What follows belongs to an exercise in optimizing a design on an open flow for small area and a short achievable clock period; a production flow would make more cautious choices. In this exercise RTL edits were held to simulation tests only and were not proved equivalent to the original. The flow treats the clock pin as an ideal source. Dropping or thinning the clock tree relies on that and would not hold on a real chip. Power and IR drop assume default switching activity.

// ultrasonido
module ultrasonido(clk, trig, echo, distancia, init, done);
Settings: LEC_CHECK=0, CAP_MARGIN=20, CORE_MARGIN=2, CORE_UTILIZATION=70, SLEW_MARGIN=20, SYNTH_HIERARCHICAL=1; clock period 18.0 ns.
standard.sh (not shown) runs the stock make flow with config.mk's settings and CLKGATE_MAP_FILE= SYNTH_SCRIPT=/design/flow/synth_recipe.tcl, a recipe that flattens the netlist after the stock synthesis.
==> flow/flow/run.sh <==
#!/bin/bash
# The standard ORFS layout (standard.sh), in two runs of make:
#  1. synthesis to CTS, after which the clock tree is replaced by a few clock
#     buffers on the clock port (flow/post_cts.tcl, flow/clock_leaves.tcl);
#  2. global route to the end, with a larger setup margin for repair_timing.
set -e
export FLOW_FLOW_DIR=$PWD/flow
export FLOW_SYNTH_TCL=$PWD/synth_recipe.tcl
export FLOW_ABC_AREA_SCRIPT=$PWD/flow/abc_area_map.script
bash standard.sh BUFFER_PORTS_ARGS="-buffer_cell sky130_fd_sc_hd__buf_2" CTS_ARGS="-sink_clustering_enable -repair_clock_nets -dont_use_dummy_load" SETUP_SLACK_MARGIN=13.0 SYNTH_SCRIPT=$PWD/flow/area_synth.tcl POST_CTS_TCL=$PWD/flow/post_cts.tcl cts > standard_to_cts.log 2>&1
bash standard.sh BUFFER_PORTS_ARGS="-buffer_cell sky130_fd_sc_hd__buf_2" CTS_ARGS="-sink_clustering_enable -repair_clock_nets -dont_use_dummy_load" SETUP_SLACK_MARGIN=13.0 SETUP_SLACK_MARGIN=13.7 SYNTH_SCRIPT=$PWD/flow/area_synth.tcl POST_CTS_TCL=$PWD/flow/post_cts.tcl finish > standard_finish.log 2>&1
==> flow/flow/abc_area_map.script <==
strash
dch
map -a
topo
==> flow/flow/area_synth.tcl <==
# The standard flow's synthesis (synth_recipe.tcl, which runs ORFS's synth.tcl), with one
# change: ABC maps the io block with ORFS's speed script as usual, and the
# rest of the design with an area-oriented script (flow/abc_area_map.script).
proc abc {args} {
  set i [lsearch -exact $args -script]
  set rest [lreplace $args $i [expr {$i + 1}]]
  yosys abc {*}$args ultrasonido_io
  yosys abc -script $::env(FLOW_ABC_AREA_SCRIPT) {*}$rest ultrasonido
}
source $::env(FLOW_SYNTH_TCL)
Other scripts of this flow, unchanged in this note and not shown: flow/flow/clock_leaves.tcl, flow/flow/post_cts.tcl
Change:
==> flow/flow/run.sh (replaced) <==
#!/bin/bash
# The standard ORFS layout (standard.sh), in two runs of make:
#  1. synthesis to CTS, after which the clock tree is replaced by a few clock
#     buffers on the clock port (flow/post_cts.tcl, flow/clock_leaves.tcl);
#  2. global route to the end, with a larger setup margin for repair_timing.
set -e
export FLOW_FLOW_DIR=$PWD/flow
export FLOW_SYNTH_TCL=$PWD/synth_recipe.tcl
export FLOW_ABC_AREA_SCRIPT=$PWD/flow/abc_area_map.script
bash standard.sh BUFFER_PORTS_ARGS="-buffer_cell sky130_fd_sc_hd__buf_2" CTS_ARGS="-sink_clustering_enable -repair_clock_nets -dont_use_dummy_load" SETUP_SLACK_MARGIN=13.0 SYNTH_SCRIPT=$PWD/flow/area_synth_all.tcl POST_CTS_TCL=$PWD/flow/post_cts.tcl cts > standard_to_cts.log 2>&1
bash standard.sh BUFFER_PORTS_ARGS="-buffer_cell sky130_fd_sc_hd__buf_2" CTS_ARGS="-sink_clustering_enable -repair_clock_nets -dont_use_dummy_load" SETUP_SLACK_MARGIN=13.0 SETUP_SLACK_MARGIN=13.7 SYNTH_SCRIPT=$PWD/flow/area_synth_all.tcl POST_CTS_TCL=$PWD/flow/post_cts.tcl finish > standard_finish.log 2>&1
==> flow/flow/abc_area_map.script (replaced) <==
strash
balance
rewrite
refactor
balance
rewrite -z
refactor -z
rewrite -z
balance
&get -n
&st
&dch
&nf -a
&put
topo
==> flow/flow/area_synth_all.tcl (new file) <==
# The standard flow's synthesis (synth_recipe.tcl, which runs ORFS's synth.tcl), with one
# change: ABC maps the whole design with an area-oriented script
# (flow/abc_area_map.script).
proc abc {args} {
  set i [lsearch -exact $args -script]
  set rest [lreplace $args $i [expr {$i + 1}]]
  yosys abc -script $::env(FLOW_ABC_AREA_SCRIPT) {*}$rest
}
source $::env(FLOW_SYNTH_TCL)
--- a/flow/config.mk
+++ b/flow/config.mk
@@ -11,2 +11 @@
 export SLEW_MARGIN = 20
-export SYNTH_HIERARCHICAL = 1
removed: flow/flow/area_synth.tcl
Combinational power falls by 15%.
Power falls by 1.0%.
Clock skew is about the same.
Register-to-register slack is worse by 0.02 ns.
Sequential power barely changes.
Via count falls by 8.2%.
Routed wire length falls by 4.3%.
Clock power falls by about 3%.
Final area falls by 4.1%.
Change:
--- a/flow/config.mk
+++ b/flow/config.mk
@@ -11 +11,2 @@
 export SLEW_MARGIN = 20
+export SYNTH_HIERARCHICAL = 1
Result: The changed run produced a clean layout. Global-route usage rose by 1.3 points. Die area rose by 1.1%. Sequential share of layout area barely changes. Final area hardly moves. Via count fell by 2.2%. Wire length rose by about 2.7%.
Change:
==> flow/flow/run.sh (replaced) <==
#!/bin/bash
# The standard ORFS layout (standard.sh), in two runs of make:
#  1. synthesis to CTS, after which the clock tree is replaced by a few clock
#     buffers on the clock port (flow/post_cts.tcl, flow/clock_leaves.tcl);
#  2. global route to the end, with a larger setup margin for repair_timing.
set -e
export FLOW_FLOW_DIR=$PWD/flow
bash standard.sh BUFFER_PORTS_ARGS="-buffer_cell sky130_fd_sc_hd__buf_2" CTS_ARGS="-sink_clustering_enable -repair_clock_nets -dont_use_dummy_load" SETUP_SLACK_MARGIN=13.0 POST_CTS_TCL=$PWD/flow/post_cts.tcl cts > standard_to_cts.log 2>&1
bash standard.sh BUFFER_PORTS_ARGS="-buffer_cell sky130_fd_sc_hd__buf_2" CTS_ARGS="-sink_clustering_enable -repair_clock_nets -dont_use_dummy_load" SETUP_SLACK_MARGIN=13.0 SETUP_SLACK_MARGIN=13.7 POST_CTS_TCL=$PWD/flow/post_cts.tcl finish > standard_finish.log 2>&1
removed: flow/flow/abc_area_map.script
removed: flow/flow/area_synth_all.tcl
=> Power is higher by about 0.45%. Cell count came out higher by 5.8%. Global-route usage goes down by 2.3 points.
Change:
==> flow/flow/run.sh (replaced) <==
#!/bin/bash
# The standard ORFS layout (standard.sh), in two runs of make:
#  1. synthesis to CTS, after which the clock tree is replaced by a few clock
#     buffers on the clock port (flow/post_cts.tcl, flow/clock_leaves.tcl);
#  2. global route to the end, with a larger setup margin for repair_timing.
set -e
export FLOW_FLOW_DIR=$PWD/flow
export FLOW_SYNTH_TCL=$PWD/synth_recipe.tcl
export FLOW_ABC_AREA_SCRIPT=$PWD/flow/abc_area_map.script
bash standard.sh BUFFER_PORTS_ARGS="-buffer_cell sky130_fd_sc_hd__buf_2" CTS_ARGS="-sink_clustering_enable -repair_clock_nets -dont_use_dummy_load" SETUP_SLACK_MARGIN=13.0 SYNTH_SCRIPT=$PWD/flow/area_synth_all.tcl POST_CTS_TCL=$PWD/flow/post_cts.tcl cts > standard_to_cts.log 2>&1
bash standard.sh BUFFER_PORTS_ARGS="-buffer_cell sky130_fd_sc_hd__buf_2" CTS_ARGS="-sink_clustering_enable -repair_clock_nets -dont_use_dummy_load" SETUP_SLACK_MARGIN=13.0 SETUP_SLACK_MARGIN=13.7 SYNTH_SCRIPT=$PWD/flow/area_synth_all.tcl POST_CTS_TCL=$PWD/flow/post_cts.tcl finish > standard_finish.log 2>&1
==> flow/flow/abc_area_map.script (new file) <==
strash
balance
rewrite
refactor
balance
rewrite -z
refactor -z
rewrite -z
balance
&get -n
&st
&dch -f
&nf -a -R 1000
&put
topo
==> flow/flow/area_synth_all.tcl (new file) <==
# The standard flow's synthesis (synth_recipe.tcl, which runs ORFS's synth.tcl), with one
# change: ABC maps the whole design with an area-oriented script
# (flow/abc_area_map.script).
proc abc {args} {
  set i [lsearch -exact $args -script]
  set rest [lreplace $args $i [expr {$i + 1}]]
  yosys abc -script $::env(FLOW_ABC_AREA_SCRIPT) {*}$rest
}
source $::env(FLOW_SYNTH_TCL)
Outcome: Routed wire length came out lower by about 6%; total power came out lower by about 0.8%; final cell count came out lower by 0.65%; register-to-register slack got worse by 0.40 ns; sequential cell count is unchanged; die area came out lower by about 10%; sequential share of layout area came out higher by 3.8 points; fmax came out lower by 0.93%; utilization came out higher by 2.4 points; cell area came out lower by 7.2%; hold slack barely changes.
No run of this note takes its clock network from TritonCTS; it comes from the design's own scripts or RTL.

port drivers added, routing unchanged:
How much do the figures lean on ideal ports? The routed layouts below were timed once more, with nothing changed but the port constraints.
Step 1: set_driving_cell puts a clkbuf_16 on clk and a buf_2 on each other input, an assumption about the parent block.
Step 2, shift: input delay + t, output delay - t, t = (earliest + latest rising clock arrival at the registers) / 2. This alone moves slack from input paths to output paths.
Slacks: ideal / step 1 / step 2; pairs: ideal / step 1.
run | shift t [ns] | setup WS [ns] | cell pins on the clock port's net
the first run | 0.200 | 13.745 / 13.696 / 13.636 | 4
the second run | 0.194 | 13.750 / 13.702 / 13.603 | 4
the third run | 0.194 | 13.750 / 13.705 / 13.641 | 4
the fourth run | 0.200 | 13.768 / 13.721 / 13.642 | 4
the fifth run | 0.198 | 13.729 / 13.719 / 13.561 | 4
After both steps setup and hold are still met in every run listed. The setup slack of the fifth run, which loses most, moves by -0.010 ns with the drivers and by -0.168 ns with both steps.
